Source: an optimization exercise on an open RTL-to-GDS flow (aim: a short achievable clock period and few clock cycles per item). Production flows keep margins and buffers that such runs may drop. At most, simulation tests tie the RTL to the original design; equivalence was not proved. No functional check of the RTL was part of runs 2 to 7. Power figures rest on the tool's default switching activity, not on a simulated workload.

### flow/run.sh
#!/bin/bash
# The standard layout (standard.sh) with these changes:
# - synthesis leaves Yosys's adders to ABC instead of mapping them to the
#   library's full/half-adder cells, and ABC maps for delay (structural choices, then its classic
#   mapper; flow/abc.script) instead of ORFS's speed script;
set -o pipefail
export ADDER_MAP_FILE=
export MY_ABC_SCRIPT=$PWD/flow/abc.script
# The standard flow's synthesis script with the ABC script replaced
{ head -n 1 synth_recipe.tcl
  cat <<'EOT'
proc abc {args} {
  set i [lsearch -exact $args -script]
  if {$i >= 0} { set args [lreplace $args $i [expr {$i + 1}] -script $::env(MY_ABC_SCRIPT)] }
  yosys abc {*}$args
}
EOT
  tail -n +2 synth_recipe.tcl; } > flow_synth.tcl
bash standard.sh SYNTH_SCRIPT=$PWD/flow_synth.tcl SETUP_SLACK_MARGIN=5 finish 2>&1 | tee standard.log
### flow/abc.script
strash
dch
map -D 300
buffer -c
topo
stime -c
upsize -c
dnsize -c
### standard.sh
#!/bin/bash
# synth_recipe.tcl (not shown) runs the flow's synth.tcl, then flattens the netlist and writes it again
# the make line also repeats each setting of config.mk as NAME=value (left out here)
make -C /OpenROAD-flow-scripts/flow DESIGN_CONFIG=/design/flow/config.mk WORK_HOME=/design/flow/orfs CLKGATE_MAP_FILE= SYNTH_SCRIPT=/design/flow/synth_recipe.tcl "${@:-finish}"
### config.mk
export PLATFORM = sky130hd
export DESIGN_NAME = cpu
export DESIGN_NICKNAME = cpu
export VERILOG_FILES = /design/flow/design.v
export SDC_FILE = /design/flow/constraint.sdc
export NUM_CORES = 8
export LEC_CHECK = 0
export CAP_MARGIN = 20
export CORE_MARGIN = 2
export CORE_UTILIZATION = 30
export SETUP_SLACK_MARGIN = 5
export SLEW_MARGIN = 20
export SYNTH_HIERARCHICAL = 1
### constraint.sdc
create_clock -name core_clock -period 7.5 [get_ports {clk}]
set_input_delay 1.5000 -clock core_clock [delete_from_list [all_inputs] [get_ports {clk}]]
set_output_delay 1.5000 -clock core_clock [all_outputs]
set_load 0.01 [all_outputs]
### design.v
module cpu(clk, rst, imem_addr, imem_rdata, dmem_addr, dmem_rdata, dmem_we, dmem_wdata);
  input clk;
  input rst;
  output [9:0] imem_addr;
  input [31:0] imem_rdata;
  output [9:0] dmem_addr;
  input [31:0] dmem_rdata;
  output dmem_we;
  output [31:0] dmem_wdata;
  reg [31:0] RF [1:31];
  reg [31:0] wRes, w2Res;      
  reg [4:0] wDest;             
  reg [4:0] eDest;
  reg eSW, eK;
  wire [4:0] eDestV = eK ? 5'd0 : eDest;
  wire eSWV = eSW & ~eK;
  reg [15:0] bhtH, bhtL;
  integer k;
  reg uV, uInv;
  reg [3:0] uIdx;
  reg [9:0] PC;
  wire [31:0] fI = imem_rdata;
  wire fJ = fI[31:26] == 6'd2;
  wire fBr = fI[31:27] == 5'b00010;
  wire fInv = bhtH[PC[3:0]];
  wire fPT = fBr & (fI[15] ^ fInv);
  wire [9:0] fPC1 = PC + 10'd1;
  wire [9:0] fBT;
  add10c u_fbt(.a(PC), .b(fI[9:0]), .ci(1'b1), .s(fBT));
  wire [9:0] fNext0 = fJ ? fI[9:0] : fBr & fI[15] ? fBT : fPC1;
  wire [9:0] fNext1 = fJ ? fI[9:0] : fBr & ~fI[15] ? fBT : fPC1;
  wire [9:0] fNext = fInv ? fNext1 : fNext0;
  wire [9:0] fAlt = fInv ^ fI[15] ? fPC1 : fBT;
  wire [4:0] fRs = fI[25:21], fRt = fI[20:16];
  wire [31:0] fA0 = fRs[2:0] == 3'd0 ? 32'd0 : RF[{2'd0, fRs[2:0]}];
  wire [31:0] fA1 = RF[{2'd1, fRs[2:0]}], fA2 = RF[{2'd2, fRs[2:0]}], fA3 = RF[{2'd3, fRs[2:0]}];
  wire [31:0] fB0 = fRt[2:0] == 3'd0 ? 32'd0 : RF[{2'd0, fRt[2:0]}];
  wire [31:0] fB1 = RF[{2'd1, fRt[2:0]}], fB2 = RF[{2'd2, fRt[2:0]}], fB3 = RF[{2'd3, fRt[2:0]}];
  reg [31:0] dI;
  reg [31:0] dA0, dA1, dA2v, dA3v, dB0, dB1, dB2v, dB3v;
  reg dV, dPT, dA2, dA3, dB2, dB3;
  reg [3:0] gA, gB;            
  reg dStall;                  
  reg [9:0] dAlt;
  reg [3:0] dIdx;
  wire [5:0] dOp = dI[31:26], dFn = dI[5:0];
  wire [4:0] dRs = dI[25:21], dRt = dI[20:16], dRd = dI[15:11];
  wire dR = dOp == 6'd0;
  wire dSLL = dR & dFn == 6'd0, dSRL = dR & dFn == 6'd2, dADD = dR & dFn == 6'd32,
       dSUB = dR & dFn == 6'd34, dAND = dR & dFn == 6'd36, dOR = dR & dFn == 6'd37,
       dNOR = dR & dFn == 6'd39;
  wire dADDI = dOp == 6'd8, dANDI = dOp == 6'd12, dORI = dOp == 6'd13,
       dLW = dOp == 6'd35, dSW = dOp == 6'd43, dBEQ = dOp == 6'd4, dBNE = dOp == 6'd5;
  wire dRW = dSLL | dSRL | dADD | dSUB | dAND | dOR | dNOR;
  wire dIW = dADDI | dANDI | dORI | dLW;
  wire [4:0] dDest = dRW ? dRd : dIW ? dRt : 5'd0;
  wire dImm = dADDI | dANDI | dORI;
  wire [31:0] dSimm = {{16{dI[15]}}, dI[15:0]};
  wire [31:0] dA = ({32{gA[0]}} & dA0) | ({32{gA[1]}} & dA1) | ({32{gA[2]}} & dA2v) | ({32{gA[3]}} & dA3v);
  wire [31:0] dB = ({32{gB[0]}} & dB0) | ({32{gB[1]}} & dB1) | ({32{gB[2]}} & dB2v) | ({32{gB[3]}} & dB3v);
  wire [31:0] dAv = dA2 ? wRes : dA3 ? w2Res : dA;
  wire [31:0] dBv = dB2 ? wRes : dB3 ? w2Res : dB;
  wire [9:0] dAddr;
  add10c u_addr(.a(dAv[9:0]), .b(dI[11:2]), .ci(1'b0), .s(dAddr));
  wire dMA = eDestV != 5'd0 & eDestV == dRs;
  wire dMB = eDestV != 5'd0 & eDestV == dRt;
  wire dGo = dV & ~dStall;
  wire fLW = fI[31:26] == 6'd35, fMem = fLW | fI[31:26] == 6'd43;
  wire fStall = (fMem & dGo & dDest != 5'd0 & dDest == fRs) | (fLW & dGo & dSW);
  reg eBeq, eBne, ePT, eSt;
  reg [3:0] eIdx;
  reg [9:0] eAlt, eAddr, mAddr;
  reg [31:0] eA, eB, eO2;      
  reg eSub;
  reg [4:0] eSh;
  reg sAdd, sAnd, sOr, sNor, sSll, sSrl, sLw;
  reg eZok, eZsh;              
  reg [31:0] eZm;              
  reg sWe;
  reg [31:0] sData;
  wire [32:0] sumx = {eA, 1'b1} + {eO2, eSub};
  wire [31:0] sum = sumx[32:1];
  wire [31:0] res = ({32{sAdd}} & sum) | ({32{sAnd}} & (eA & eO2)) | ({32{sOr}} & (eA | eO2))
                  | ({32{sNor}} & ~(eA | eO2)) | ({32{sSll}} & (eB << eSh))
                  | ({32{sSrl}} & (eB >> eSh)) | ({32{sLw}} & dmem_rdata);
  wire eEq = eA == eB;
  wire eBr = ~eK & (eBeq | eBne);
  wire eTaken = eBeq ? eEq : ~eEq;
  wire eMis = eBr & (eTaken ^ ePT);
  wire [31:0] eZv = eZsh ? eB & eZm : ({32{sAnd}} & (eA & eO2)) | ({32{sOr}} & (eA | eO2))
                                      | ({32{sNor}} & ~(eA | eO2));
  wire eZ = eZv == 32'd0;
  wire [4:0] dX = dRs == 5'd0 ? dRt : dRs;
  wire dEarly = dV & (dBEQ | dBNE) & ((dRs == 5'd0) ^ (dRt == 5'd0)) & eZok & eDestV == dX;
  wire dTakenE = dBEQ ? eZ : ~eZ;
  wire dMisE = dEarly & (dTakenE ^ dPT);
  wire [31:0] nA = dMA ? res : dAv;
  wire [31:0] nB = dMB ? res : dBv;
  assign imem_addr = PC;
  assign dmem_addr = mAddr;
  assign dmem_we = sWe;
  assign dmem_wdata = sData;
  always @(posedge clk) begin
    if(rst) begin
      PC <= 10'd0;
      dV <= 1'b0;
      bhtH <= 16'd0;
      bhtL <= 16'd0;
      uV <= 1'b0;
      eDest <= 5'd0;
      eSW <= 1'b0;
      eBeq <= 1'b0;
      eBne <= 1'b0;
      eK <= 1'b0;
      dStall <= 1'b0;
      wDest <= 5'd0;
      sWe <= 1'b0;
    end else begin
      if(eMis) begin
        PC <= eAlt;
        dV <= 1'b0;
      end else if(dMisE) begin
        PC <= dAlt;
        dV <= 1'b0;
      end else if(~dStall) begin
        PC <= fNext;
        dV <= 1'b1;
      end
      for(k = 0; k < 16; k = k + 1)
        if(uV & uIdx == k) begin
          bhtH[k] <= uInv ? bhtH[k] | bhtL[k] : bhtH[k] & bhtL[k];
          bhtL[k] <= uInv ? ~bhtL[k] | bhtH[k] : ~bhtL[k] & bhtH[k];
        end
      uV <= eBr;
      eDest <= dGo ? dDest : 5'd0;
      eSW <= dGo & dSW;
      eBeq <= dGo & dBEQ;
      eBne <= dGo & dBNE;
      eK <= eMis;
      dStall <= ~eMis & ~dStall & fStall;
      wDest <= eDestV;
      sWe <= eSWV;
    end
    uIdx <= eIdx;
    uInv <= eTaken ^ eSt;
    if(~dStall) begin
      dI <= fI;
      dPT <= fPT;
      dAlt <= fAlt;
      dIdx <= PC[3:0];
      gA <= 4'd1 << fI[25:24];
      gB <= 4'd1 << fI[20:19];
      dA0 <= fA0; dA1 <= fA1; dA2v <= fA2; dA3v <= fA3;
      dB0 <= fB0; dB1 <= fB1; dB2v <= fB2; dB3v <= fB3;
      dA2 <= eDestV != 5'd0 & eDestV == fRs;
      dB2 <= eDestV != 5'd0 & eDestV == fRt;
      dA3 <= wDest != 5'd0 & wDest == fRs;
      dB3 <= wDest != 5'd0 & wDest == fRt;
    end else begin
      dA0 <= dAv; dA1 <= dAv; dA2v <= dAv; dA3v <= dAv;
      dB0 <= dBv; dB1 <= dBv; dB2v <= dBv; dB3v <= dBv;
      dA2 <= dMA;
      dB2 <= dMB;
      dA3 <= 1'b0;
      dB3 <= 1'b0;
    end
    ePT <= dPT ^ dMisE;
    eSt <= dI[15];
    eIdx <= dIdx;
    eAlt <= dAlt;
    eAddr <= dAddr;
    mAddr <= eSWV ? eAddr : dAddr;
    eA <= nA;
    eB <= nB;
    eO2 <= dImm ? dSimm : nB ^ {32{dSUB}};
    eSub <= dSUB;
    eSh <= dI[10:6];
    sAdd <= dADD | dSUB | dADDI;
    sAnd <= dAND | dANDI;
    sOr <= dOR | dORI;
    sNor <= dNOR;
    sSll <= dSLL;
    sSrl <= dSRL;
    sLw <= dLW;
    eZok <= dSLL | dSRL | dAND | dANDI | dOR | dORI | dNOR;
    eZsh <= dSLL | dSRL;
    eZm <= dSLL ? 32'hffffffff >> dI[10:6] : 32'hffffffff << dI[10:6];
    sData <= eB;
    wRes <= res;
    w2Res <= wRes;
    if(wDest != 5'd0) RF[wDest] <= wRes;
  end
endmodule
module add10c(a, b, ci, s);
  input [9:0] a, b;
  input ci;
  output [9:0] s;
  wire [10:0] x = {a, 1'b1} + {b, ci};
  assign s = x[10:1];
endmodule
==> impl_metrics.json, run 1 <==
{
  "status": "finished clean",
  "clk_pin_slew_worst_paths_ns": 0.06,
  "swShare_pct": 29.0,
  "grt_setup_unrepaired": "true",
  "cell_internal_pwr_uw": 16400,
  "final_max_slew_viol_count": 0,
  "cts-buffers-inserted": 177,
  "post-route-period-util_pct": 38.1,
  "number_of_synthesis_warnings": 7,
  "irDropWorstVdd_v": 0.000264,
  "ys_async_sr_fraction_pct": 0,
  "post-route-cell-area_um2": 97000,
  "f_max_mhz": 350,
  "die_x_extent_um": 515,
  "yosys.cell_types.count": 87,
  "cts_buffer_depth": 3,
  "rows": 187,
  "detailedRoute.firstIterationViolations": 11100,
  "gr-usage-all-layers_pct": 24.5,
  "crit_type": "flop to output pin",
  "final_min_period_ns": 2.85,
  "hold_buffers": 0,
  "num_io_pins": 119,
  "synth.ff_latch_count": 1647,
  "die_area_um2": 266000,
  "finish.utilization_pct": 37.3,
  "setup.worst_path.start_class": "flop",
  "leakagePower_uw": 0.0342,
  "power_per_cell_area_nw_per_um2": 238,
  "portion_of_synthesized_cell_area_occupied_by_the_leading_cell_type_pct": 40.1,
  "postPlaceCellArea_um2": 83200,
  "clock_tree_from_tritoncts": "built",
  "fp.coreArea_um2": 260000,
  "drt-vias-per-instance": 6.04,
  "routed_wl_um": 352000,
  "detailroute.via_count": 74300,
  "grt_max_degree": 190,
  "buffer_ports.inserted": 118,
  "path_max_fanout": 5,
  "clock_insertion_delay_worst_skew_ns": 0.89,
  "dp_slack_ns": 3.10,
  "cts-htree-levels": 4,
  "first_global_vias": 68500,
  "gp_congestion": 0.982,
  "timing.slew.headroom_pct": 20.1,
  "design.final.nets": 8699,
  "final_layout_size_suffix_gt1_share_pct": 19.9,
  "post-route-worst-setup-slack_ns": 4.65,
  "wl_per_cell_um": 28.6,
  "drt_pass1_iterations": 7,
  "max_cap_violations": 0,
  "final_antenna_net_count": 0,
  "synth.avg_cell_area_um2": 9.25,
  "drc": 0,
  "worst_slew_pin_slew_ns": 1.20,
  "cts_num_sinks": 1647,
  "flow.area_growth_from_synthesis_pct": 23.6,
  "worstHoldPathType": "flop to flop",
  "ys_top_cells_by_area": "sky130_fd_sc_hd__edfxtp_1 40%, sky130_fd_sc_hd__dfxtp_1 15%, sky130_fd_sc_hd__o21ai_0 8.0%",
  "syn-cell-area_um2": 78500,
  "worstPathRequired_ns": 6.00,
  "overflow": 0,
  "synth-edff-count": 1047,
  "synthFlopType": "sky130_fd_sc_hd__edfxtp_1",
  "setup_viol": 0,
  "synth_area_leader_cell": "sky130_fd_sc_hd__edfxtp_1",
  "mostFrequentLayoutCells": "1136 x sky130_fd_sc_hd__nor2_1, 1047 x sky130_fd_sc_hd__edfxtp_1, 886 x sky130_fd_sc_hd__nand2_1",
  "total_power_uw": 23000,
  "total_switching_power_uw": 6680,
  "clockPowerShare_pct": 39.2,
  "setup-tns-final_ns": 0,
  "detailedPlacementHpwl_um": 192000,
  "end_kind": "output pin",
  "skew_ns": 0.0802,
  "worst_path_max_delay_cell": "sky130_fd_sc_hd__dfxtp_4",
  "timing.critical_path.max_delay_family": "flip-flops",
  "crit_chain": "buf_6",
  "timing.critical_path.arrival_ns": 1.35,
  "antenna_found_initial": 14,
  "grt_pass1_wl_um": 479000,
  "synth_sequential_area_ratio_pct": 55.4,
  "power.share.sequential_pct": 45.0,
  "initial_core_util_pct": 30.2,
  "critPathBufInv": 1,
  "die_h_um": 515,
  "critical_path.max_stage_delay_ns": 0.39,
  "combPwrFrac_pct": 15.8,
  "cts_root_buffer": "sky130_fd_sc_hd__clkbuf_16",
  "post_synth_inst_count": 8484,
  "mostFrequentLayoutCell": "sky130_fd_sc_hd__nor2_1",
  "final-hold-violation-count": 0
}
[what timing repair did]
item,in CTS,in global routing
endpoints found under the setup margin,807,615
setup buffers,135,131
gates cloned,25,31
endpoints found under the hold margin,0,0
gates resized for setup,911,576
pin swaps,105,235
[layer usage]
layer | share of wire (%) | wire, µm | track usage [%]
met4 | 7.3 | 25800 | 15.1
met2 | 43 | 152000 | 37.2
met1 | 37 | 132000 | 31.6
met5 | 0.0054 | 19 | 0
met3 | 12 | 42800 | 5.58
[sequential cells by signal (all words and copies together) (netlist names), 32 cells and up]
register and cells:
RF 992, dA0 32, dA1 32, dA2v 32, dA3v 32, dB0 32
dB1 32, dB2v 32, dB3v 32, dI 32, eA 32, eB 32
eO2 32, eZm 32, sData 32, w2Res 32, wRes 32
[worst paths after layout]
path                            cells after the start  slack [ns]           end    start
worst max-delay path                                1        4.65  imem_addr[8]    PC[8]
worst min-delay path                                0        0.31       uIdx[2]  eIdx[2]
worst max register to register                     15        4.78       eO2[11]   eSh[0]
worst min register to register                      0        0.31       uIdx[2]  eIdx[2]
[cell families (layout without fill, tap and decap cells)]
kind of cell	after synthesis	count (layout)	synth area share, %
flip-flops	1647	1647	55.4
other	2	10	0.00957
buffers and inverters	1024	1324	5.06
XOR/XNOR	52	52	0.598
AO/OA/AOI/OAI	2973	2974	24.0
multiplexers	6	6	0.0765
AND/OR/NAND/NOR	2775	2779	14.8
adder cells (fa/ha/maj)	5	5	0.0638
[layout make-up]
type,instances,area (µm²)
Timing Repair Buffer,550,6270
Fill cell,25400,163000
Clock inverter,77,988
Inverter,427,1840
Sequential cell,1647,43700
Tap cell,3496,4370
Clock buffer,258,5110
Antenna cell,8,20.0
Multi-Input combinational cell,5818,34500
Timing Repair inverter,12,110
[power groups by stage]
stage          clock (µW)  combinational, µW  sequential, µW
2_1_floorplan           0               1850           10300
3_3_place_gp            0               2740           10500
3_5_place_dp            0               2770           10500
4_1_cts              9090               3120           10300
5_1_grt              9470               3820           10400
6_report             9040               3630           10400
[synthesized netlist by cell type, drive strengths merged, types with 13 or more instances]
| cell type | n |
|---|---|
| nand3b | 16 |
| clkbuf | 525 |
| a311oi | 15 |
| dfxtp | 600 |
| o21a | 20 |
| a22oi | 161 |
| a211oi | 19 |
| a21oi | 410 |
| nand4 | 116 |
| a21boi | 19 |
| o21ai | 1312 |
| xor2 | 20 |
| nand3 | 247 |
| nor2 | 1257 |
| a31oi | 90 |
| and2 | 27 |
| buf | 72 |
| a31o | 98 |
| o221ai | 376 |
| nand2 | 1008 |
| o211ai | 190 |
| o22ai | 123 |
| xnor2 | 31 |
| o311ai | 63 |
| o2111ai | 13 |
| nor3 | 40 |
| inv | 421 |
| or2 | 42 |
| edfxtp | 1047 |
| a41oi | 14 |
[modules after synthesis, one instance, submodules excluded]
module | cells inside | times used | flops+latches
add10c | 105 | 2 | 0
cpu | 8274 | 1 | 1647
[per-stage QoR]
step | instances | hold slack, ns
after global routing | 12300 | 0.332
after floorplan | 8484 | 0.310
after CTS | 12100 | 0.314
after global placement | 11600 | 0.311
final | 12300 | 0.309
after detailed placement | 11600 | 0.314
Testbench counts, summed over its fixed seeds: cycles 46,044, instructions 44,290.
==> run 2: changes to the inputs <==
--- a/design.v
+++ b/design.v
@@ -76,4 +76,5 @@
   reg sAdd, sAnd, sOr, sNor, sSll, sSrl, sLw;
-  reg eZok, eZsh;              
+  reg eZok, eZsh, eZeq, eZsub;  
   reg [31:0] eZm;              
+  reg [31:0] eZn;              
   reg sWe;
@@ -89,4 +90,4 @@
   wire eMis = eBr & (eTaken ^ ePT);
-  wire [31:0] eZv = eZsh ? eB & eZm : ({32{sAnd}} & (eA & eO2)) | ({32{sOr}} & (eA | eO2))
-                                      | ({32{sNor}} & ~(eA | eO2));
+  wire [31:0] eZv = eZsh ? eB & eZm : eZeq ? eA ^ (eZsub ? eB : eZn)
+                 : ({32{sAnd}} & (eA & eO2)) | ({32{sOr}} & (eA | eO2)) | ({32{sNor}} & ~(eA | eO2));
   wire eZ = eZv == 32'd0;
@@ -184,4 +185,7 @@
     sLw <= dLW;
-    eZok <= dSLL | dSRL | dAND | dANDI | dOR | dORI | dNOR;
+    eZok <= dSLL | dSRL | dAND | dANDI | dOR | dORI | dNOR | dADDI | dSUB;
     eZsh <= dSLL | dSRL;
+    eZeq <= dADDI | dSUB;
+    eZsub <= dSUB;
+    eZn <= 32'd0 - dSimm;
     eZm <= dSLL ? 32'hffffffff >> dI[10:6] : 32'hffffffff << dI[10:6];
==> impl_metrics.json, run 2 <==
{
  "die_h_um": 518,
  "number_of_synthesis_warnings": 7,
  "flow.area_growth_from_synthesis_pct": 25.9,
  "gp_congestion": 0.960,
  "crit_chain": "buf_6, buf_16, o211a_1, o21ai_2, nand4_1, o22ai_2, nand4_1, buf_6, o21ai_4, nand3_4, buf_4, buf_4, a31oi_1, a21oi_1",
  "synthFlopType": "sky130_fd_sc_hd__edfxtp_1",
  "mostFrequentLayoutCells": "1163 x sky130_fd_sc_hd__nor2_1, 1113 x sky130_fd_sc_hd__o21ai_0, 1047 x sky130_fd_sc_hd__edfxtp_1",
  "antenna_found_initial": 22,
  "final_antenna_net_count": 0,
  "drc": 0,
  "buffer_ports.inserted": 118,
  "cts_num_sinks": 1665,
  "first_global_vias": 71600,
  "yosys.cell_types.count": 85,
  "status": "finished clean",
  "synth.ff_latch_count": 1665,
  "clock_tree_from_tritoncts": "built",
  "fp.coreArea_um2": 263000,
  "grt_max_degree": 138,
  "post_synth_inst_count": 8684,
  "synth_commonest_cells": "1386 x sky130_fd_sc_hd__o21ai_0, 1288 x sky130_fd_sc_hd__nor2_1, 1047 x sky130_fd_sc_hd__edfxtp_1",
  "end_kind": "flop",
  "power_per_cell_area_nw_per_um2": 237,
  "die_x_extent_um": 518,
  "groute.layer.met3.usage_pct": 7.46,
  "f_max_mhz": 321,
  "worst_slew_pin_slew_ns": 1.15,
  "clock_insertion_delay_worst_skew_ns": 0.86,
  "total_switching_power_uw": 6930,
  "cts-htree-levels": 4,
  "grt_util_met2_pct": 39.0,
  "overflow": 0,
  "hold_buffers": 0,
  "cts-buffers-inserted": 174,
  "final_layout_size_suffix_gt1_share_pct": 21.5,
  "worst_path_max_delay_cell": "sky130_fd_sc_hd__dfxtp_4",
  "worstPathRequired_ns": 8.21,
  "grt_setup_unrepaired": "true",
  "design.final.nets": 8973,
  "final_max_slew_viol_count": 0,
  "clk_pin_slew_worst_paths_ns": 0.06,
  "wl_per_cell_um": 29.5,
  "max_cap_violations": 0,
  "leakagePower_uw": 0.0356,
  "routed_wl_um": 371000,
  "top_register": "RF",
  "synth.avg_cell_area_um2": 9.12,
  "cell_internal_pwr_uw": 16700,
  "power.share.sequential_pct": 44.6,
  "final-hold-violation-count": 0,
  "rows": 188,
  "initial_core_util_pct": 30.2,
  "setup_viol": 0,
  "combPwrFrac_pct": 17.7,
  "syn-cell-area_um2": 79200,
  "crit_type": "flop to flop",
  "final_min_period_ns": 3.12,
  "gr-usage-all-layers_pct": 25.7,
  "clockPowerShare_pct": 37.7,
  "synth_area_leader_cell": "sky130_fd_sc_hd__edfxtp_1",
  "finish.utilization_pct": 38.0,
  "num_io_pins": 119,
  "detailedPlacementHpwl_um": 196000,
  "synth-edff-count": 1047,
  "cts_root_buffer": "sky130_fd_sc_hd__clkbuf_16",
  "setup-tns-final_ns": 0,
  "die_area_um2": 268000,
  "post-route-period-util_pct": 41.6,
  "detailroute.via_count": 76700,
  "max_ffs_per_register": 992,
  "path_max_fanout": 16,
  "timing.slew.headroom_pct": 23.5,
  "irDropWorstVdd_v": 0.000184,
  "grt_pass1_wl_um": 508000,
  "cts_buffer_depth": 3,
  "most_frequent_cell_after_synthesis": "sky130_fd_sc_hd__o21ai_0",
  "grt_use_met1_pct": 31.8,
  "grt_most_used_layer": "met2",
  "synth_sequential_area_ratio_pct": 55.3,
  "portion_of_synthesized_cell_area_occupied_by_the_leading_cell_type_pct": 39.7,
  "skew_ns": 0.0372,
  "dp_slack_ns": 3.08,
  "timing.critical_path.arrival_ns": 3.83,
  "detailedRoute.firstIterationViolations": 11400,
  "drt-vias-per-instance": 6.09,
  "worstHoldPathType": "flop to flop",
  "critical_path.max_stage_delay_ns": 0.39,
  "setup.worst_path.start_class": "flop",
  "ys_top_cells_by_area": "sky130_fd_sc_hd__edfxtp_1 40%, sky130_fd_sc_hd__dfxtp_1 16%, sky130_fd_sc_hd__o21ai_0 8.8%",
  "swShare_pct": 29.3,
  "mostFrequentLayoutCell": "sky130_fd_sc_hd__nor2_1",
  "drt_pass1_iterations": 9,
  "ys_async_sr_fraction_pct": 0,
  "post-route-worst-setup-slack_ns": 4.38
}
[run 2: repair_timing]
item / CTS / global route
cloned: 52 / 16
endpoints found under the setup margin: 962 / 461
hold endpoints to repair: 0 / 0
pin swaps: 156 / 230
buffers inserted: 228 / 114
gates resized for setup: 1132 / 644
[run 2: critical path: cells and delay by family (launching register included)]
| family | cells | cell delay (ns) |
|---|---|---|
| AO/OA/AOI/OAI | 6 | 1.10 |
| buffers and inverters | 5 | 0.78 |
| flip-flops | 1 | 0.39 |
| AND/OR/NAND/NOR | 3 | 0.68 |
[run 2: routing by layer]
metal / part of all wire (%) / up-vias / wire length, µm
met5: 0.016 / - / 58
met4: 7.3 / 8 / 27000
met3: 14 / 1483 / 50100
met2: 43 / 6188 / 160000
met1: 36 / 36900 / 134000
li1: - / 32100 / -
[run 2: power by group through the flow]
| stage | Combinational, µW | Clock, µW | Sequential, µW |
|---|---|---|---|
| finish | 4190 | 8900 | 10500 |
| global route | 4410 | 9290 | 10600 |
| CTS | 3640 | 8930 | 10500 |
| detailed placement | 3090 | 0 | 10700 |
| global placement | 3050 | 0 | 10700 |
| floorplan | 2050 | 0 | 10500 |
[run 2: path summary, 6_finish.rpt]
| path | from | to | slack, ns | depth (start not counted) |
|---|---|---|---|---|
| setup / recovery | eZsub | PC[1] | 4.38 | 14 |
| setup reg to reg | eZsub | PC[1] | 4.38 | 14 |
| hold / removal | eIdx[3] | uIdx[3] | 0.32 | 0 |
| hold reg to reg | eIdx[3] | uIdx[3] | 0.32 | 0 |
[run 2: through the flow]
step                power (µW)  cells  hold slack (ns)  instance area (µm²)
global route             24300  12600            0.334                99600
global placement         13800  11800            0.313                83900
finish                   23600  12600            0.325                99700
floorplan                12600   8684            0.310                80500
CTS                      23100  12400            0.328                95900
detailed placement       13800  11800            0.315                84000
[run 2: final cells by class]
type,instances,area [µm²]
clock inverter,79,727
timing repair buffer,652,7780
inverter,499,2150
tap,3515,4400
clock buffer,245,5040
fill,25500,163000
antenna,17,42.5
multi-input combinational,5907,35400
timing repair inverter,8,78.8
sequential,1665,44100
[run 2: Yosys stat by module, one instance, submodules excluded]
module,copies in the design,cells inside
add10c,2,105
cpu,1,8474
[run 2: logic make-up after synthesis]
family,Yosys count,synth area share (%)
AO/OA/AOI/OAI,3079,24.2
AND/OR/NAND/NOR,2754,14.2
flip-flops,1665,55.3
buffers and inverters,1114,5.45
XOR/XNOR,51,0.564
multiplexers,18,0.228
other,2,0.00948
adder cells (fa/ha/maj),1,0.0126
==> run 3: changes to the inputs <==
--- a/flow/run.sh
+++ b/flow/run.sh
@@ -3,4 +3,4 @@
 # - synthesis leaves Yosys's adders to ABC instead of mapping them to the
-#   library's full/half-adder cells, and ABC maps for delay (structural choices, then its classic
-#   mapper; flow/abc.script) instead of ORFS's speed script;
+#   library's full/half-adder cells, and ABC maps for delay with its classic
+#   mapper (flow/abc.script) instead of ORFS's speed script;
 set -o pipefail
==> flow/abc.script (replaced) <==
strash
map -D 300
buffer -c
topo
stime -c
upsize -c
dnsize -c
--- a/config.mk
+++ b/config.mk
@@ -9,3 +9,3 @@
 export CORE_MARGIN = 2
-export CORE_UTILIZATION = 30
+export CORE_UTILIZATION = 35
 export SETUP_SLACK_MARGIN = 5
==> impl_metrics.json, run 3 <==
{
  "status": "finished clean",
  "irDropWorstVdd_v": 0.000282,
  "cts_root_buffer": "sky130_fd_sc_hd__clkbuf_16",
  "design.final.nets": 10400,
  "first_global_vias": 71700,
  "synth_sequential_area_ratio_pct": 52.2,
  "final_min_period_ns": 3.22,
  "clock_insertion_delay_worst_skew_ns": 0.88,
  "cts-htree-levels": 4,
  "final_antenna_net_count": 0,
  "setup-tns-final_ns": 0,
  "grt_setup_unrepaired": "true",
  "stdcell_count": 13700,
  "mostFrequentLayoutCells": "2139 x sky130_fd_sc_hd__nand2_1, 1072 x sky130_fd_sc_hd__o21ai_0, 1047 x sky130_fd_sc_hd__edfxtp_1",
  "synth_commonest_cells": "2367 x sky130_fd_sc_hd__nand2_1, 1525 x sky130_fd_sc_hd__o21ai_0, 1047 x sky130_fd_sc_hd__edfxtp_1",
  "power_per_cell_area_nw_per_um2": 220,
  "worst_r2r_path_depth": 13,
  "detailedRoute.firstIterationViolations": 9233,
  "final_layout_size_suffix_gt1_share_pct": 19.2,
  "clock_tree_from_tritoncts": "built",
  "gr-usage-all-layers_pct": 26.4,
  "number_of_synthesis_warnings": 7,
  "setup.worst_path.start_class": "flop",
  "fp.coreArea_um2": 238000,
  "f_max_mhz": 311,
  "portion_of_synthesized_cell_area_occupied_by_the_leading_cell_type_pct": 37.5,
  "post-route-worst-setup-slack_ns": 4.28,
  "synth.ff_latch_count": 1665,
  "detailedPlacementHpwl_um": 198000,
  "timing.slew.headroom_pct": 27.7,
  "final-hold-violation-count": 0,
  "die_x_extent_um": 494,
  "setup_viol": 0,
  "worst-r2r-setup-slack_ns": 4.28,
  "fill_cells": 22500,
  "path_max_fanout": 6,
  "die_h_um": 494,
  "max_cap_violations": 0,
  "leakagePower_uw": 0.0419,
  "worst_slew_pin_slew_ns": 1.08,
  "timing.critical_path.arrival_ns": 4.01,
  "post-route-cell-area_um2": 105000,
  "cts-buffers-inserted": 175,
  "synth.avg_cell_area_um2": 8.30,
  "wl_per_cell_um": 24.8,
  "gp_congestion": 0.956,
  "cts_num_sinks": 1665,
  "detailroute.via_count": 77500,
  "synth_area_leader_cell": "sky130_fd_sc_hd__edfxtp_1",
  "worstPathRequired_ns": 8.29,
  "skew_ns": 0.0584,
  "most_frequent_cell_after_synthesis": "sky130_fd_sc_hd__nand2_1",
  "top_register": "RF",
  "seq_area_um2": 44100,
  "routed_wl_um": 340000,
  "initial_core_util_pct": 35.3,
  "place.detailed.instances": 12900,
  "synth-edff-count": 1047,
  "ys_async_sr_fraction_pct": 0,
  "overflow": 0,
  "worstHoldPathType": "flop to flop",
  "grt_pass1_wl_um": 479000,
  "critical_path.startpoint": "eA[2]",
  "post-route-period-util_pct": 42.9,
  "buffer_ports.inserted": 118,
  "die_area_um2": 244000,
  "critical_path.endpoint": "PC[8]",
  "yosys.cell_types.count": 80,
  "r2r_end": "PC[8]",
  "clk_pin_slew_worst_paths_ns": 0.06,
  "ys_top_cells_by_area": "sky130_fd_sc_hd__edfxtp_1 37%, sky130_fd_sc_hd__dfxtp_1 15%, sky130_fd_sc_hd__nand2_1 11%",
  "mostFrequentLayoutCell": "sky130_fd_sc_hd__nand2_1",
  "final_max_slew_viol_count": 0,
  "flow.area_growth_from_synthesis_pct": 24.9,
  "antenna_found_initial": 8,
  "num_io_pins": 119,
  "grt_max_degree": 154,
  "synthFlopType": "sky130_fd_sc_hd__edfxtp_1",
  "syn-cell-area_um2": 83900,
  "finish.utilization_pct": 44.0,
  "postPlaceCellArea_um2": 88900,
  "drt_pass1_iterations": 7,
  "max_ffs_per_register": 992,
  "multi_input_comb_area_um2": 39600,
  "cts_buffer_depth": 3,
  "post_synth_inst_count": 10100,
  "crit_type": "flop to flop",
  "crit-reg2reg-launch": "eA[2]",
  "drc": 0,
  "dp_slack_ns": 2.70,
  "rows": 179,
  "drt-vias-per-instance": 5.66,
  "end_kind": "flop"
}
run 3: cells by family (layout without fill, tap and decap cells):
group	Yosys count	in the layout	share of synthesized area [%]
simple gates	3752	3754	18.1
compound gates	2813	2814	18.1
flops	1665	1665	52.2
buf+inv	1454	1845	6.65
mux	287	287	3.42
xor+xnor	117	118	1.28
fa+ha+maj	26	26	0.310
other cells	2	10	0.00895
run 3: critical path, stage by stage, from the launching register on:
cell	delay (ns)
sky130_fd_sc_hd__dfxtp_4	0.40
sky130_fd_sc_hd__clkbuf_2	0.20
sky130_fd_sc_hd__or2_2	0.13
sky130_fd_sc_hd__nand4_1	0.18
sky130_fd_sc_hd__nor4_4	0.34
sky130_fd_sc_hd__nand4_1	0.42
sky130_fd_sc_hd__xor2_2	0.31
sky130_fd_sc_hd__xnor2_2	0.17
sky130_fd_sc_hd__nor2_4	0.21
sky130_fd_sc_hd__buf_4	0.16
sky130_fd_sc_hd__clkinvlp_4	0.16
sky130_fd_sc_hd__nor2_1	0.20
sky130_fd_sc_hd__o22ai_2	0.12
sky130_fd_sc_hd__a21oi_2	0.14
run 3: worst min path at each step:
stage                 start      end  slack (ns)  cells past startpoint
global route        eIdx[1]  uIdx[1]        0.34                      0
CTS                 eIdx[2]  uIdx[2]        0.33                      0
detailed placement  eIdx[3]  uIdx[3]        0.31                      0
floorplan           eIdx[0]  uIdx[0]        0.31                      0
global placement    eIdx[0]  uIdx[0]        0.31                      0
finish              eIdx[2]  uIdx[2]        0.32                      0
run 3: power by group:
part | total [µW] | switching (µW) | internal (µW)
Combinational | 3580 | 2260 | 1330
Clock | 9120 | 3910 | 5210
Sequential | 10300 | 328 | 10000
Total | 23000 | 6490 | 16500
run 3: timing repair:
item                                     CTS  global route
hold buffers                               0             0
cloned                                    29            14
pin swaps                                315           240
endpoints found under the setup margin  1219           527
setup buffers                            279            96
resized for setup                       1513           391
run 3: cell type report:
cell class,count,area share (%)
Tap cell,3167,3.78
Multi-Input combinational cell,7007,37.8
Timing Repair Buffer,696,7.39
Clock inverter,77,0.829
Inverter,813,3.13
Sequential cell,1665,42.1
Clock buffer,252,4.92
Timing Repair inverter,7,0.0621
Antenna cell,2,0.00477
run 3: modules after synthesis (local to each module, per instance):
module  flip-flops and latches  cell area, µm²
cpu                       1665           82500
add10c                       0             727
run 3: layer usage:
layer  track usage, %  vias up  part of all wire, %
met2             41.6     4168                   45
met5                0        -                0.013
met3             4.70      868                  9.9
met1             35.0    37300                   40
li1                 -    35100                    -
met4             12.7        6                  5.1
run 3: stage by stage:
stage | hold slack [ns] | power (µW)
3_5_place_dp | 0.312 | 13000
4_1_cts | 0.327 | 22800
2_1_floorplan | 0.310 | 12100
3_3_place_gp | 0.310 | 13000
6_report | 0.322 | 23000
5_1_grt | 0.336 | 23700
==> run 4: changes to the inputs <==
--- a/design.v
+++ b/design.v
@@ -76,3 +76,3 @@
   reg sAdd, sAnd, sOr, sNor, sSll, sSrl, sLw;
-  reg eZok, eZsh, eZeq, eZsub;  
+  reg eZok, eZsh, eZeq;        
   reg [31:0] eZm;              
@@ -90,3 +90,3 @@
   wire eMis = eBr & (eTaken ^ ePT);
-  wire [31:0] eZv = eZsh ? eB & eZm : eZeq ? eA ^ (eZsub ? eB : eZn)
+  wire [31:0] eZv = eZsh ? eB & eZm : eZeq ? eA ^ eZn
                  : ({32{sAnd}} & (eA & eO2)) | ({32{sOr}} & (eA | eO2)) | ({32{sNor}} & ~(eA | eO2));
@@ -188,4 +188,3 @@
     eZeq <= dADDI | dSUB;
-    eZsub <= dSUB;
-    eZn <= 32'd0 - dSimm;
+    eZn <= dSUB ? nB : 32'd0 - dSimm;
     eZm <= dSLL ? 32'hffffffff >> dI[10:6] : 32'hffffffff << dI[10:6];
==> impl_metrics.json, run 4 <==
{
  "combinational_family_with_the_most_area_after_synthesis": "simple AND/OR/NAND/NOR gates",
  "overflow": 0,
  "setup-tns-final_ns": 0,
  "timing.hold.worst.start": "eIdx[1]",
  "first_global_vias": 72000,
  "adder_cell_fraction_of_synth_area_pct": 0.307,
  "worstPathRequired_ns": 8.25,
  "mostFrequentLayoutCell": "sky130_fd_sc_hd__nand2_1",
  "stdcell_count": 13900,
  "leakagePower_uw": 0.0421,
  "synth.avg_cell_area_um2": 8.26,
  "detailedRoute.firstIterationViolations": 9398,
  "wl_per_cell_um": 24.3,
  "place.detailed.instances": 13100,
  "post-route-period-util_pct": 40.9,
  "routed_wl_um": 337000,
  "buffer_ports.inserted": 118,
  "num_io_pins": 119,
  "wl_met1_um": 133000,
  "status": "finished clean",
  "multi_input_comb_area_um2": 39400,
  "number_of_synthesis_warnings": 7,
  "crit_type": "flop to flop",
  "f_max_mhz": 326,
  "mostFrequentLayoutCells": "2234 x sky130_fd_sc_hd__nand2_1, 1082 x sky130_fd_sc_hd__o21ai_0, 1047 x sky130_fd_sc_hd__edfxtp_1",
  "fp.coreArea_um2": 241000,
  "die_x_extent_um": 496,
  "design.final.nets": 10600,
  "wl_met3_um": 31800,
  "combPwrFrac_pct": 15.3,
  "seq_area_um2": 44400,
  "crit-reg2reg-launch": "eA[9]",
  "grt_max_degree": 117,
  "synthSimpleGateAreaFrac_pct": 18.8,
  "clk_pin_slew_worst_paths_ns": 0.06,
  "setup.worst_path.start_class": "flop",
  "met2RoutedLength_um": 153000,
  "power.share.sequential_pct": 45.6,
  "cts_buffer_depth": 3,
  "hold-path-endpoint": "uIdx[1]",
  "ys_async_sr_fraction_pct": 0,
  "worstHoldPathType": "flop to flop",
  "drc": 0,
  "synth_commonest_cells": "2458 x sky130_fd_sc_hd__nand2_1, 1531 x sky130_fd_sc_hd__o21ai_0, 1047 x sky130_fd_sc_hd__edfxtp_1",
  "irDropWorstVdd_v": 0.000270,
  "final_layout_size_suffix_gt1_share_pct": 18.5,
  "dp_slack_ns": 2.78,
  "path_max_fanout": 5,
  "synth-edff-count": 1047,
  "final.hold.worst_slack_ns": 0.326,
  "synthesized_area_fraction_occupied_by_ao_oa_aoi_and_oai_cells_pct": 17.5,
  "yosys.cell_types.count": 83,
  "detailroute.via_count": 77800,
  "max_ffs_per_register": 992,
  "cell_internal_pwr_uw": 16300,
  "die_h_um": 496,
  "gp_congestion": 0.997,
  "post-route-worst-setup-slack_ns": 4.43,
  "initial_core_util_pct": 35.3,
  "most_frequent_cell_after_synthesis": "sky130_fd_sc_hd__nand2_1",
  "final-hold-violation-count": 0,
  "cts_num_sinks": 1680,
  "final_min_period_ns": 3.07,
  "detailedPlacementHpwl_um": 200000,
  "final_antenna_net_count": 0,
  "antenna_found_initial": 15,
  "drt-vias-per-instance": 5.61,
  "final_max_slew_viol_count": 0,
  "synth.ff_latch_count": 1680,
  "cts_root_buffer": "sky130_fd_sc_hd__clkbuf_16",
  "worst_r2r_path_depth": 17,
  "timing.slew.headroom_pct": 38.9,
  "portion_of_synthesized_cell_area_occupied_by_the_leading_cell_type_pct": 37.0,
  "hold_buffers": 0,
  "synthFlopType": "sky130_fd_sc_hd__edfxtp_1",
  "route.top_layer_used": "met5",
  "synth-xor-area-share_pct": 1.31,
  "total_power_uw": 22900,
  "cts-buffers-inserted": 180,
  "synth_area_leader_cell": "sky130_fd_sc_hd__edfxtp_1",
  "ys_top_cells_by_area": "sky130_fd_sc_hd__edfxtp_1 37%, sky130_fd_sc_hd__dfxtp_1 15%, sky130_fd_sc_hd__nand2_1 11%",
  "top_register": "RF",
  "synth_sequential_area_ratio_pct": 52.0,
  "clock_tree_from_tritoncts": "built",
  "rows": 180,
  "max_cap_violations": 0,
  "setup_viol": 0,
  "post_synth_inst_count": 10300,
  "total_switching_power_uw": 6530,
  "grt_setup_unrepaired": "true",
  "clockPowerShare_pct": 39.1,
  "grt_pass1_wl_um": 475000,
  "drt_pass1_iterations": 7,
  "swShare_pct": 28.6,
  "syn-cell-area_um2": 84900,
  "gr-usage-all-layers_pct": 25.7,
  "skew_ns": 0.0672,
  "multiplexer_fraction_of_the_synthesized_cell_area_pct": 3.37,
  "die_area_um2": 246000,
  "end_kind": "flop",
  "r2r_end": "eO2[11]",
  "timing.critical_path.arrival_ns": 3.81,
  "power_per_cell_area_nw_per_um2": 218,
  "fill_cells": 22900,
  "hold-path-cell-count": 0,
  "worst-r2r-setup-slack_ns": 4.43,
  "cts-htree-levels": 4,
  "clock_insertion_delay_worst_skew_ns": 0.87,
  "flow.area_growth_from_synthesis_pct": 23.4,
  "worst_slew_pin_slew_ns": 0.916
}
## run 4: cell count changes after synthesis, sizes merged, moves of 14 or more
cell | before | now
dfxtp | 618 | 633
o211ai | 35 | 20
clkbuf | 514 | 489
nand4 | 130 | 152
o211a | 15 | 1
o21ai | 1593 | 1613
inv | 804 | 825
nor2 | 826 | 864
nand2 | 2369 | 2470
a21boi | 26 | 12
buf | 127 | 155
## run 4: power groups by stage
stage	Combinational (µW)	Clock, µW	Sequential [µW]
after floorplan	1780	0	10400
after global placement	2560	0	10600
after detailed placement	2580	0	10600
after CTS	3140	9040	10400
after global routing	3730	9400	10400
final	3500	8950	10400
## run 4: per-layer routing
| layer | global-route usage (%) | vias up |
|---|---|---|
| met1 | 33.4 | 37300 |
| met5 | 0 | - |
| met3 | 4.79 | 964 |
| li1 | - | 35400 |
| met2 | 40.8 | 4043 |
| met4 | 13.4 | 6 |
## run 4: cell families after synthesis
kind of cell / Yosys count
buffers and inverters: 1476
XOR/XNOR: 119
AO/OA/AOI/OAI: 2778
flip-flops: 1680
AND/OR/NAND/NOR: 3911
adder cells (fa/ha/maj): 26
other: 2
multiplexers: 286
## run 4: through the flow
| stage | utilization, % | cell area (µm²) |
|---|---|---|
| finish | 43.5 | 105000 |
| global placement | 37.3 | 89800 |
| CTS | 42.3 | 102000 |
| global route | 43.5 | 105000 |
| detailed placement | 37.3 | 89800 |
| floorplan | - | 86900 |
## run 4: worst max-delay path by stage
stage / from / endpoint / slack, ns
final: eA[9] / eO2[11] / 4.43
after global routing: eA[9] / eO2[11] / 4.34
after CTS: sNor / PC[1] / 4.47
after detailed placement: imem_rdata[28] / PC[9] / 2.78
after global placement: imem_rdata[27] / PC[9] / 2.66
after floorplan: imem_rdata[3] / PC[7] / 4.48
## run 4: per-module statistics from Yosys, one instance, submodules excluded
module / times used / area [µm²] / cells inside / flip-flops and latches
add10c: 2 / 727 / 136 / 0
cpu: 1 / 83400 / 10000 / 1680
## run 4: critical path: stages, from the launching register on
cell and delay, ns:
sky130_fd_sc_hd__dfxtp_4 0.42, sky130_fd_sc_hd__xor2_4 0.27, sky130_fd_sc_hd__buf_6 0.14, sky130_fd_sc_hd__buf_6 0.08, sky130_fd_sc_hd__nand4_1 0.17, sky130_fd_sc_hd__buf_4 0.22, sky130_fd_sc_hd__nor2_4 0.11, sky130_fd_sc_hd__nand2_2 0.09
sky130_fd_sc_hd__nand3b_1 0.13, sky130_fd_sc_hd__nand2_1 0.10, sky130_fd_sc_hd__nand3_2 0.09, sky130_fd_sc_hd__nand4_1 0.25, sky130_fd_sc_hd__nor3_2 0.27, sky130_fd_sc_hd__nand2_2 0.19, sky130_fd_sc_hd__nand2_2 0.12, sky130_fd_sc_hd__a21oi_1 0.06
sky130_fd_sc_hd__o21ai_1 0.14, sky130_fd_sc_hd__o21ai_1 0.08
## run 4: layout make-up
| type | instances | area share [%] |
|---|---|---|
| Timing Repair inverter | 3 | 0.0287 |
| Sequential cell | 1680 | 42.4 |
| Inverter | 832 | 3.14 |
| Clock inverter | 78 | 0.751 |
| Timing Repair Buffer | 695 | 7.34 |
| Multi-Input combinational cell | 7131 | 37.6 |
| Clock buffer | 261 | 4.89 |
| Tap cell | 3185 | 3.81 |
| Antenna cell | 4 | 0.00956 |
## run 4: repair_timing
action / in CTS / in global routing
setup endpoints to repair: 1333 / 583
pin swaps: 215 / 254
gates resized for setup: 1237 / 496
cloned: 22 / 19
setup buffers: 272 / 100
==> run 5: changes to the inputs <==
--- a/config.mk
+++ b/config.mk
@@ -10,2 +10,3 @@
 export CORE_UTILIZATION = 35
+export PLACE_DENSITY = 0.7
 export SETUP_SLACK_MARGIN = 5
==> impl_metrics.json, run 5 <==
{
  "synth_sequential_area_ratio_pct": 52.0,
  "hold-path-endpoint": "uIdx[0]",
  "skew_ns": 0.0764,
  "grt_use_met1_pct": 31.0,
  "groute.layer.met3.usage_pct": 4.85,
  "post_synth_inst_count": 10300,
  "detailedPlacementHpwl_um": 185000,
  "gr-usage-all-layers_pct": 24.2,
  "cts_buffer_depth": 3,
  "multiplexer_fraction_of_the_synthesized_cell_area_pct": 3.37,
  "post-route-period-util_pct": 41.9,
  "worst-r2r-setup-slack_ns": 4.35,
  "end_kind": "flop",
  "synthSimpleGateAreaFrac_pct": 18.8,
  "cts-htree-levels": 4,
  "first_global_vias": 70100,
  "flow.area_growth_from_synthesis_pct": 23.6,
  "finish.utilization_pct": 43.6,
  "crit_type": "flop to flop",
  "timing.critical_path.arrival_ns": 3.83,
  "post-route-cell-area_um2": 105000,
  "synth-edff-count": 1047,
  "f_max_mhz": 318,
  "clk_pin_slew_worst_paths_ns": 0.07,
  "setup-tns-final_ns": 0,
  "detailroute.via_count": 78000,
  "cts_num_sinks": 1680,
  "grt_max_degree": 112,
  "buffer_ports.inserted": 118,
  "hold-path-cell-count": 0,
  "drc": 0,
  "setup.worst_path.start_class": "flop",
  "final-hold-violation-count": 0,
  "final_max_slew_viol_count": 0,
  "mostFrequentLayoutCells": "2241 x sky130_fd_sc_hd__nand2_1, 1077 x sky130_fd_sc_hd__o21ai_0, 1047 x sky130_fd_sc_hd__edfxtp_1",
  "die_h_um": 496,
  "die_x_extent_um": 496,
  "mostFrequentLayoutCell": "sky130_fd_sc_hd__nand2_1",
  "combinational_family_with_the_most_area_after_synthesis": "simple AND/OR/NAND/NOR gates",
  "most_frequent_cell_after_synthesis": "sky130_fd_sc_hd__nand2_1",
  "timing.slew.headroom_pct": 22.8,
  "fp.coreArea_um2": 241000,
  "drt-vias-per-instance": 5.63,
  "clock_insertion_delay_worst_skew_ns": 0.90,
  "synthFlopType": "sky130_fd_sc_hd__edfxtp_1",
  "postPlaceCellArea_um2": 89600,
  "synth_area_leader_cell": "sky130_fd_sc_hd__edfxtp_1",
  "final_layout_size_suffix_gt1_share_pct": 18.5,
  "setup_viol": 0,
  "grt_util_met2_pct": 37.8,
  "clock_tree_from_tritoncts": "built",
  "status": "finished clean",
  "grt_most_used_layer": "met2",
  "final_min_period_ns": 3.15,
  "power_per_cell_area_nw_per_um2": 217,
  "overflow": 0,
  "worst_r2r_path_depth": 14,
  "top_register": "RF",
  "crit_chain": "buf_12, o21ai_1, a31oi_1, o21ai_1, nand4_1, nor4_2, nand4_1, buf_6, xor3_4, buf_12, o22ai_4, a21oi_2, o22ai_2, a21oi_1",
  "rows": 180,
  "initial_core_util_pct": 35.3,
  "detailedRoute.firstIterationViolations": 10400,
  "grt_pass1_wl_um": 450000,
  "max_cap_violations": 0,
  "ys_top_cells_by_area": "sky130_fd_sc_hd__edfxtp_1 37%, sky130_fd_sc_hd__dfxtp_1 15%, sky130_fd_sc_hd__nand2_1 11%",
  "path_max_fanout": 8,
  "design.final.nets": 10600,
  "synthesized_area_fraction_occupied_by_ao_oa_aoi_and_oai_cells_pct": 17.5,
  "portion_of_synthesized_cell_area_occupied_by_the_leading_cell_type_pct": 37.0,
  "grt_setup_unrepaired": "true",
  "routed_wl_um": 322000,
  "synth-xor-area-share_pct": 1.31,
  "final_antenna_net_count": 0,
  "gp_congestion": 1.00,
  "synth.avg_cell_area_um2": 8.26,
  "hold_buffers": 0,
  "synth.ff_latch_count": 1680,
  "adder_cell_fraction_of_synth_area_pct": 0.307,
  "cts-buffers-inserted": 170,
  "yosys.cell_types.count": 83,
  "ys_async_sr_fraction_pct": 0,
  "r2r_end": "PC[0]",
  "drt_pass1_iterations": 9,
  "worst_path_max_delay_cell": "sky130_fd_sc_hd__dfxtp_4",
  "crit-reg2reg-launch": "sOr",
  "leakagePower_uw": 0.0422,
  "num_io_pins": 119,
  "timing.hold.worst.start": "eIdx[0]",
  "max_ffs_per_register": 992,
  "synth_commonest_cells": "2458 x sky130_fd_sc_hd__nand2_1, 1531 x sky130_fd_sc_hd__o21ai_0, 1047 x sky130_fd_sc_hd__edfxtp_1",
  "number_of_synthesis_warnings": 7,
  "cts_root_buffer": "sky130_fd_sc_hd__clkbuf_16",
  "die_area_um2": 246000,
  "critical_path.max_stage_delay_ns": 0.44,
  "worstHoldPathType": "flop to flop",
  "antenna_found_initial": 13,
  "wl_per_cell_um": 23.2,
  "irDropWorstVdd_v": 0.000250,
  "worst_slew_pin_slew_ns": 1.16,
  "worstPathRequired_ns": 8.19,
  "syn-cell-area_um2": 84900
}
[run 5: changes by cell type in the layout (fill, tap and decap cells not counted), moves of 13 or more]
| cell | delta |
|---|---|
| sky130_fd_sc_hd__clkbuf_1 | -15 |
| sky130_fd_sc_hd__buf_4 | -29 |
| sky130_fd_sc_hd__dfxtp_2 | -31 |
| sky130_fd_sc_hd__dfxtp_1 | +13 |
| sky130_fd_sc_hd__o21ai_1 | -13 |
| sky130_fd_sc_hd__buf_6 | +14 |
| sky130_fd_sc_hd__o21ai_2 | +13 |
| sky130_fd_sc_hd__dfxtp_4 | +18 |
[run 5: metal layers]
layer  share of wire (%)  up-vias
met5               0.020        -
met4                 6.8        8
met3                  11     1125
met2                  44     4862
met1                  38    36500
li1                    -    35400
[run 5: area by class of cell]
class / count / area [µm²]
antenna: 9 / 22.5
clock buffer: 251 / 5130
clock inverter: 69 / 703
fill: 22600 / 136000
inverter: 832 / 3300
multi-input combinational: 7129 / 39500
sequential: 1680 / 44400
tap: 3185 / 3990
timing repair buffer: 694 / 7790
timing repair inverter: 6 / 62.6
[run 5: worst max path at each step]
| stage | end | startpoint | slack, ns |
|---|---|---|---|
| 2_1_floorplan | PC[7] | imem_rdata[3] | 4.48 |
| 3_3_place_gp | PC[7] | imem_rdata[27] | 3.00 |
| 3_5_place_dp | PC[6] | imem_rdata[28] | 3.07 |
| 4_1_cts | PC[0] | sOr | 4.49 |
| 5_1_grt | PC[3] | sOr | 4.25 |
| 6_report | PC[0] | sOr | 4.35 |
[run 5: worst max-delay path, delay by kind of cell, from the launching register on]
kind	cells	cell delay, ns
buffers and inverters	3	0.55
xor gates and xnor gates	1	0.39
AOI/OAI and AO/OA	7	0.90
DFF	1	0.44
and+or+nand+nor	3	0.67
[run 5: kinds of logic (layout without fill, tap and decap cells)]
group / after synthesis / after routing
other: 2 / 17
adders and majority gates: 26 / 26
xor gates and xnor gates: 119 / 119
muxes: 286 / 286
buffers and inverters: 1476 / 1852
AOI/OAI and AO/OA: 2778 / 2778
DFF: 1680 / 1680
and+or+nand+nor: 3911 / 3912
[run 5: Yosys stat by module (local to each module, per instance)]
module / flops+latches / cell area, µm² / times used
cpu: 1680 / 83400 / 1
add10c: 0 / 727 / 2
[run 5: power by group]
part | internal (µW) | total (µW) | switching [µW] | leakage (µW)
logic | 1310 | 3510 | 2200 | 0.0243
registers | 10100 | 10400 | 329 | 0.0150
clock network | 5060 | 8880 | 3820 | 0.00288
total | 16500 | 22800 | 6350 | 0.0422
[run 5: stage by stage]
step	worst slack [ns]	instances	total power, µW	hold WS (ns)
finish	4.35	13900	22800	0.327
detailed placement	3.07	13100	13100	0.312
global route	4.25	13900	23400	0.332
global placement	3.00	13100	13100	0.311
floorplan	4.48	10300	12200	0.310
CTS	4.49	13700	22300	0.327
[run 5: repair_timing]
item                                     CTS  global route
gates cloned                              23            21
setup buffers                            267           114
pin swaps                                214           261
resized for setup                       1244           561
endpoints found under the setup margin  1187           738
==> run 6: changes to the inputs <==
--- a/config.mk
+++ b/config.mk
@@ -9,3 +9,3 @@
 export CORE_MARGIN = 2
-export CORE_UTILIZATION = 35
+export CORE_UTILIZATION = 40
 export PLACE_DENSITY = 0.7
==> impl_metrics.json, run 6 <==
{
  "hold_buffers": 0,
  "worst_r2r_path_depth": 16,
  "portion_of_synthesized_cell_area_occupied_by_the_leading_cell_type_pct": 37.0,
  "timing.critical_path.arrival_ns": 3.87,
  "fp.coreArea_um2": 211000,
  "final_max_slew_viol_count": 0,
  "ys_async_sr_fraction_pct": 0,
  "path_max_fanout": 8,
  "clk_pin_slew_worst_paths_ns": 0.06,
  "dp_slack_ns": 2.66,
  "f_max_mhz": 315,
  "skew_ns": 0.0468,
  "synth.avg_cell_area_um2": 8.26,
  "post-route-worst-setup-slack_ns": 4.33,
  "detailedPlacementHpwl_um": 196000,
  "overflow": 0,
  "clock_tree_from_tritoncts": "built",
  "cts_buffer_depth": 3,
  "flow.area_growth_from_synthesis_pct": 23.5,
  "synth_area_leader_cell": "sky130_fd_sc_hd__edfxtp_1",
  "detailroute.via_count": 79000,
  "top_register": "RF",
  "final_layout_size_suffix_gt1_share_pct": 19.1,
  "synth_sequential_area_ratio_pct": 52.0,
  "post-route-period-util_pct": 42.3,
  "crit_type": "flop to flop",
  "hold-path-cell-count": 0,
  "post_synth_inst_count": 10300,
  "die_area_um2": 216000,
  "power_per_cell_area_nw_per_um2": 219,
  "synthFlopType": "sky130_fd_sc_hd__edfxtp_1",
  "leakagePower_uw": 0.0422,
  "synth-edff-count": 1047,
  "syn-cell-area_um2": 84900,
  "routed_wl_um": 337000,
  "status": "finished clean",
  "worst_slew_pin_slew_ns": 1.11,
  "mostFrequentLayoutCell": "sky130_fd_sc_hd__nand2_1",
  "max_cap_violations": 0,
  "synth_commonest_cells": "2458 x sky130_fd_sc_hd__nand2_1, 1531 x sky130_fd_sc_hd__o21ai_0, 1047 x sky130_fd_sc_hd__edfxtp_1",
  "irDropWorstVdd_v": 0.000287,
  "drt-vias-per-instance": 5.86,
  "num_io_pins": 119,
  "die_h_um": 465,
  "drc": 0,
  "ys_top_cells_by_area": "sky130_fd_sc_hd__edfxtp_1 37%, sky130_fd_sc_hd__dfxtp_1 15%, sky130_fd_sc_hd__nand2_1 11%",
  "first_global_vias": 73100,
  "worstPathRequired_ns": 8.19,
  "most_frequent_cell_after_synthesis": "sky130_fd_sc_hd__nand2_1",
  "synth.ff_latch_count": 1680,
  "rows": 169,
  "cts_num_sinks": 1680,
  "design.final.nets": 10600,
  "worstHoldPathType": "flop to flop",
  "final-hold-violation-count": 0,
  "gp_congestion": 0.976,
  "initial_core_util_pct": 40.1,
  "final_antenna_net_count": 0,
  "end_kind": "flop",
  "fill_cells": 19200,
  "grt_pass1_wl_um": 477000,
  "buffer_ports.inserted": 118,
  "cts-buffers-inserted": 174,
  "cts_root_buffer": "sky130_fd_sc_hd__clkbuf_16",
  "antenna_found_initial": 9,
  "drt_pass1_iterations": 7,
  "setup.worst_path.start_class": "flop",
  "die_x_extent_um": 465,
  "yosys.cell_types.count": 83,
  "number_of_synthesis_warnings": 7,
  "total_power_uw": 22900,
  "mostFrequentLayoutCells": "2231 x sky130_fd_sc_hd__nand2_1, 1072 x sky130_fd_sc_hd__o21ai_0, 1047 x sky130_fd_sc_hd__edfxtp_1",
  "setup-tns-final_ns": 0,
  "grt_max_degree": 187,
  "gr-usage-all-layers_pct": 29.3,
  "grt_setup_unrepaired": "true",
  "max_ffs_per_register": 992,
  "final_min_period_ns": 3.17,
  "detailedRoute.firstIterationViolations": 11100,
  "clock_insertion_delay_worst_skew_ns": 0.86,
  "wl_per_cell_um": 25.0,
  "cts-htree-levels": 4,
  "setup_viol": 0,
  "timing.slew.headroom_pct": 25.6
}
-- run 6: cell types whose count changed in the layout (fill, tap and decap cells not counted), sizes merged, moves of 2 or more --
| cell | before | now |
|---|---|---|
| buf | 608 | 594 |
| clkbuf | 272 | 286 |
| bufbuf | 12 | 18 |
| inv | 838 | 832 |
| diode | 9 | 5 |
| clkdlybuf4s15 | 2 | 0 |
-- run 6: kinds of logic after synthesis --
| kind of cell | Yosys count | synth area share, % |
|---|---|---|
| other cells | 2 | 0.00885 |
| simple gates | 3911 | 18.8 |
| mux | 286 | 3.37 |
| flops | 1680 | 52.0 |
| compound gates | 2778 | 17.5 |
| xor+xnor | 119 | 1.31 |
| buf+inv | 1476 | 6.71 |
| fa+ha+maj | 26 | 0.307 |
-- run 6: worst paths after layout --
path	endpoint	start	slack [ns]
max	PC[9]	sOr	4.33
min	uIdx[0]	eIdx[0]	0.33
max reg2reg	PC[9]	sOr	4.33
min reg2reg	uIdx[0]	eIdx[0]	0.33
-- run 6: area by class of cell --
| cell class | count | area, µm² | area share (%) |
|---|---|---|---|
| multi-input combinational | 7130 | 40000 | 38.1 |
| clock inverter | 65 | 689 | 0.658 |
| timing repair buffer | 685 | 7670 | 7.31 |
| timing repair inverter | 5 | 37.5 | 0.0358 |
| clock buffer | 262 | 5210 | 4.97 |
| inverter | 832 | 3290 | 3.14 |
| antenna | 5 | 12.5 | 0.0119 |
| sequential | 1680 | 44400 | 42.4 |
| tap | 2821 | 3530 | 3.37 |
-- run 6: critical path: stages (launching register included) --
cell and delay, ns:
sky130_fd_sc_hd__dfxtp_4 0.38, sky130_fd_sc_hd__buf_12 0.15, sky130_fd_sc_hd__clkbuf_16 0.19, sky130_fd_sc_hd__o21ai_4 0.07, sky130_fd_sc_hd__nand2_1 0.06, sky130_fd_sc_hd__o21ai_1 0.12, sky130_fd_sc_hd__nand2_1 0.08, sky130_fd_sc_hd__a21oi_2 0.12
sky130_fd_sc_hd__nand4_1 0.19, sky130_fd_sc_hd__nor2_4 0.31, sky130_fd_sc_hd__nand4_1 0.29, sky130_fd_sc_hd__xor3_4 0.45, sky130_fd_sc_hd__buf_12 0.19, sky130_fd_sc_hd__o22ai_4 0.11, sky130_fd_sc_hd__a21oi_2 0.07, sky130_fd_sc_hd__o22ai_1 0.13
sky130_fd_sc_hd__a21oi_1 0.08
-- run 6: per-module statistics from Yosys (local to each module, per instance) --
module | copies in the design | flops+latches | area (µm²)
add10c | 2 | 0 | 727
cpu | 1 | 1680 | 83400
-- run 6: layer usage --
| metal | up-vias | share of wire, % | GRT usage, % |
|---|---|---|---|
| met4 | 8 | 6.3 | 16.3 |
| met3 | 1113 | 12 | 6.20 |
| met1 | 37400 | 37 | 37.7 |
| li1 | 35400 | - | - |
| met2 | 5113 | 45 | 45.8 |
| met5 | - | 0.015 | 0 |
-- run 6: where the power goes --
part	leakage [µW]	switching, µW	internal [µW]	total (µW)
clock network	0.00291	3870	5090	8960
registers	0.0150	329	10100	10400
logic	0.0242	2260	1310	3570
-- run 6: through the flow --
stage	cell area (µm²)	instances	util [%]	hold slack (ns)
after floorplan	86900	10300	-	0.310
after global placement	89200	12700	42.2	0.310
after detailed placement	89200	12700	42.2	0.316
after CTS	101000	13400	48.0	0.332
after global routing	105000	13500	49.6	0.338
final	105000	13500	49.6	0.331
-- run 6: what timing repair did --
action	in CTS	in global routing
setup endpoints to repair	1335	537
resized for setup	1254	613
cloned	33	16
pin swaps	241	246
buffers inserted	251	113
==> run 7: changes to the inputs <==
--- a/config.mk
+++ b/config.mk
@@ -9,4 +9,3 @@
 export CORE_MARGIN = 2
-export CORE_UTILIZATION = 40
-export PLACE_DENSITY = 0.7
+export CORE_UTILIZATION = 30
 export SETUP_SLACK_MARGIN = 5
==> impl_metrics.json, run 7 <==
{
  "flow.area_growth_from_synthesis_pct": 24.6,
  "crit_type": "flop to flop",
  "rows": 195,
  "cell_internal_pwr_uw": 16400,
  "post_synth_inst_count": 10300,
  "final_layout_size_suffix_gt1_share_pct": 18.8,
  "synth.avg_cell_area_um2": 8.26,
  "max_cap_violations": 0,
  "worstPathRequired_ns": 8.19,
  "ys_top_cells_by_area": "sky130_fd_sc_hd__edfxtp_1 37%, sky130_fd_sc_hd__dfxtp_1 15%, sky130_fd_sc_hd__nand2_1 11%",
  "cts-buffers-inserted": 180,
  "crit_chain": "buf_6, o21ai_0, nand3_1, a21oi_1, o21a_1, nand4_1, nor2_2, nand4_1, buf_6, xor3_4, clkbuf_16, o22ai_2, a21oi_1, o22ai_1, a21oi_1",
  "gp_congestion": 0.997,
  "most_frequent_cell_after_synthesis": "sky130_fd_sc_hd__nand2_1",
  "max_ffs_per_register": 992,
  "post-route-period-util_pct": 40.6,
  "clockPowerShare_pct": 38.5,
  "first_global_vias": 69300,
  "timing.critical_path.arrival_ns": 3.74,
  "final_antenna_net_count": 0,
  "design.final.nets": 10600,
  "detailedPlacementHpwl_um": 189000,
  "routed_wl_um": 328000,
  "num_io_pins": 119,
  "setup_viol": 0,
  "ys_async_sr_fraction_pct": 0,
  "timing.slew.headroom_pct": 26.3,
  "mostFrequentLayoutCell": "sky130_fd_sc_hd__nand2_1",
  "end_kind": "flop",
  "yosys.cell_types.count": 83,
  "cts_root_buffer": "sky130_fd_sc_hd__clkbuf_16",
  "synth_sequential_area_ratio_pct": 52.0,
  "number_of_synthesis_warnings": 7,
  "die_area_um2": 287000,
  "synthesized_area_fraction_occupied_by_ao_oa_aoi_and_oai_cells_pct": 17.5,
  "overflow": 0,
  "status": "finished clean",
  "cts_num_sinks": 1680,
  "synth.ff_latch_count": 1680,
  "irDropWorstVdd_v": 0.000166,
  "combPwrFrac_pct": 15.7,
  "leakagePower_uw": 0.0421,
  "path_max_fanout": 5,
  "die_h_um": 536,
  "skew_ns": 0.0636,
  "final_max_slew_viol_count": 0,
  "drt-vias-per-instance": 5.29,
  "syn-cell-area_um2": 84900,
  "setup-tns-final_ns": 0
}
run 7: cell counts after synthesis:
Identical to the previous run, type by type.
run 7: what timing repair did:
action                                  4_1_cts  5_1_grt
buffers inserted                            276      134
hold endpoints to repair                      0        0
cloned                                       29       16
endpoints found under the setup margin     1243      802
resized for setup                          1273      561
pin swaps                                   223      259
run 7: path summary, 6_finish.rpt:
check	startpoint	end	slack (ns)	cells past startpoint
worst max-delay path	eA[1]	PC[9]	4.46	15
worst min-delay path	eIdx[0]	uIdx[0]	0.33	0
worst max register to register	eA[1]	PC[9]	4.46	15
worst min register to register	eIdx[0]	uIdx[0]	0.33	0
run 7: stage by stage:
stage	instance area, µm²	total power, µW	hold WS [ns]	instances	util (%)
floorplan	86900	12200	0.310	10300	-
global placement	90400	13100	0.314	13700	32.1
detailed placement	90400	13100	0.313	13700	32.1
CTS	102000	22400	0.327	14300	36.3
global route	106000	23400	0.334	14400	37.5
finish	106000	22800	0.326	14400	37.5
run 7: per-module statistics from Yosys (local to each module, per instance):
| module | flip-flops and latches | area [µm²] | cells inside |
|---|---|---|---|
| add10c | 0 | 727 | 136 |
| cpu | 1680 | 83400 | 10000 |
run 7: layout make-up:
| class | instances | area (µm²) |
|---|---|---|
| repair buffers | 725 | 7900 |
| diodes | 8 | 20.0 |
| fillers | 28100 | 176000 |
| well taps | 3743 | 4680 |
| inverters | 832 | 3310 |
| flip-flops and latches | 1680 | 44400 |
| multi-input cells | 7131 | 39700 |
| clock inverters | 63 | 528 |
| repair inverters | 8 | 61.3 |
| clock buffers | 259 | 5150 |
run 7: per-layer routing:
metal	share of wire, %	vias to the layer above	wire, µm	GRT usage, %
li1	-	35500	-	-
met1	39	36200	129000	27.4
met2	46	3790	150000	34.7
met3	9.0	962	29500	3.43
met4	5.8	8	19100	11.1
met5	0.016	-	54	0
run 7: cell families after synthesis:
group | Yosys count
and+or+nand+nor | 3911
muxes | 286
adders and majority gates | 26
xor gates and xnor gates | 119
other | 2
AOI/OAI and AO/OA | 2778
DFF | 1680
buffers and inverters | 1476
run 7: power by group through the flow:
stage | registers (µW) | clock network, µW | logic (µW)
detailed placement | 10600 | 0 | 2530
CTS | 10400 | 8850 | 3110
floorplan | 10400 | 0 | 1780
global route | 10400 | 9190 | 3810
finish | 10400 | 8760 | 3580
global placement | 10600 | 0 | 2530
run 7: worst max-delay path: cells and delay by family (launching register included):
| kind | cells | cell delay, ns |
|---|---|---|
| simple gates | 4 | 0.63 |
| compound gates | 7 | 0.99 |
| xor+xnor | 1 | 0.38 |
| flops | 1 | 0.38 |
| buf+inv | 3 | 0.49 |

-- re-timing with driven ports --
No port has a modelled driver above. Below, the same layouts with a new extraction and two added sets of constraints.
Step 1 assumes that a clkbuf_16 drives the clock port and a buf_2 every other input.
Step 2 adds t to the input delays and takes it off the output delays; t is the mean of the earliest and latest rising clock arrival at the registers after step 1. Input paths then give back, and output paths get back, about the clock's delay inside the block.
Slacks: no drivers / after step 1 / after step 2; pairs: no drivers / after step 1.
run	t, ns	setup slack, ns	cell pins on the clock port's net
run 1	0.952	4.646 / 4.543 / 3.839	1
run 2	0.947	4.382 / 4.382 / 3.721	1
run 3	0.943	4.280 / 4.280 / 3.540	1
run 4	0.944	4.431 / 4.431 / 3.672	1
run 5	0.947	4.354 / 4.354 / 3.566	1
run 6	0.932	4.325 / 4.325 / 3.470	1
run 7	0.942	4.457 / 4.456 / 3.681	1
After both steps every run listed still meets setup and hold. The setup slack of run 6, which loses most, moves by 0.000 ns with the drivers and by -0.855 ns with both steps.
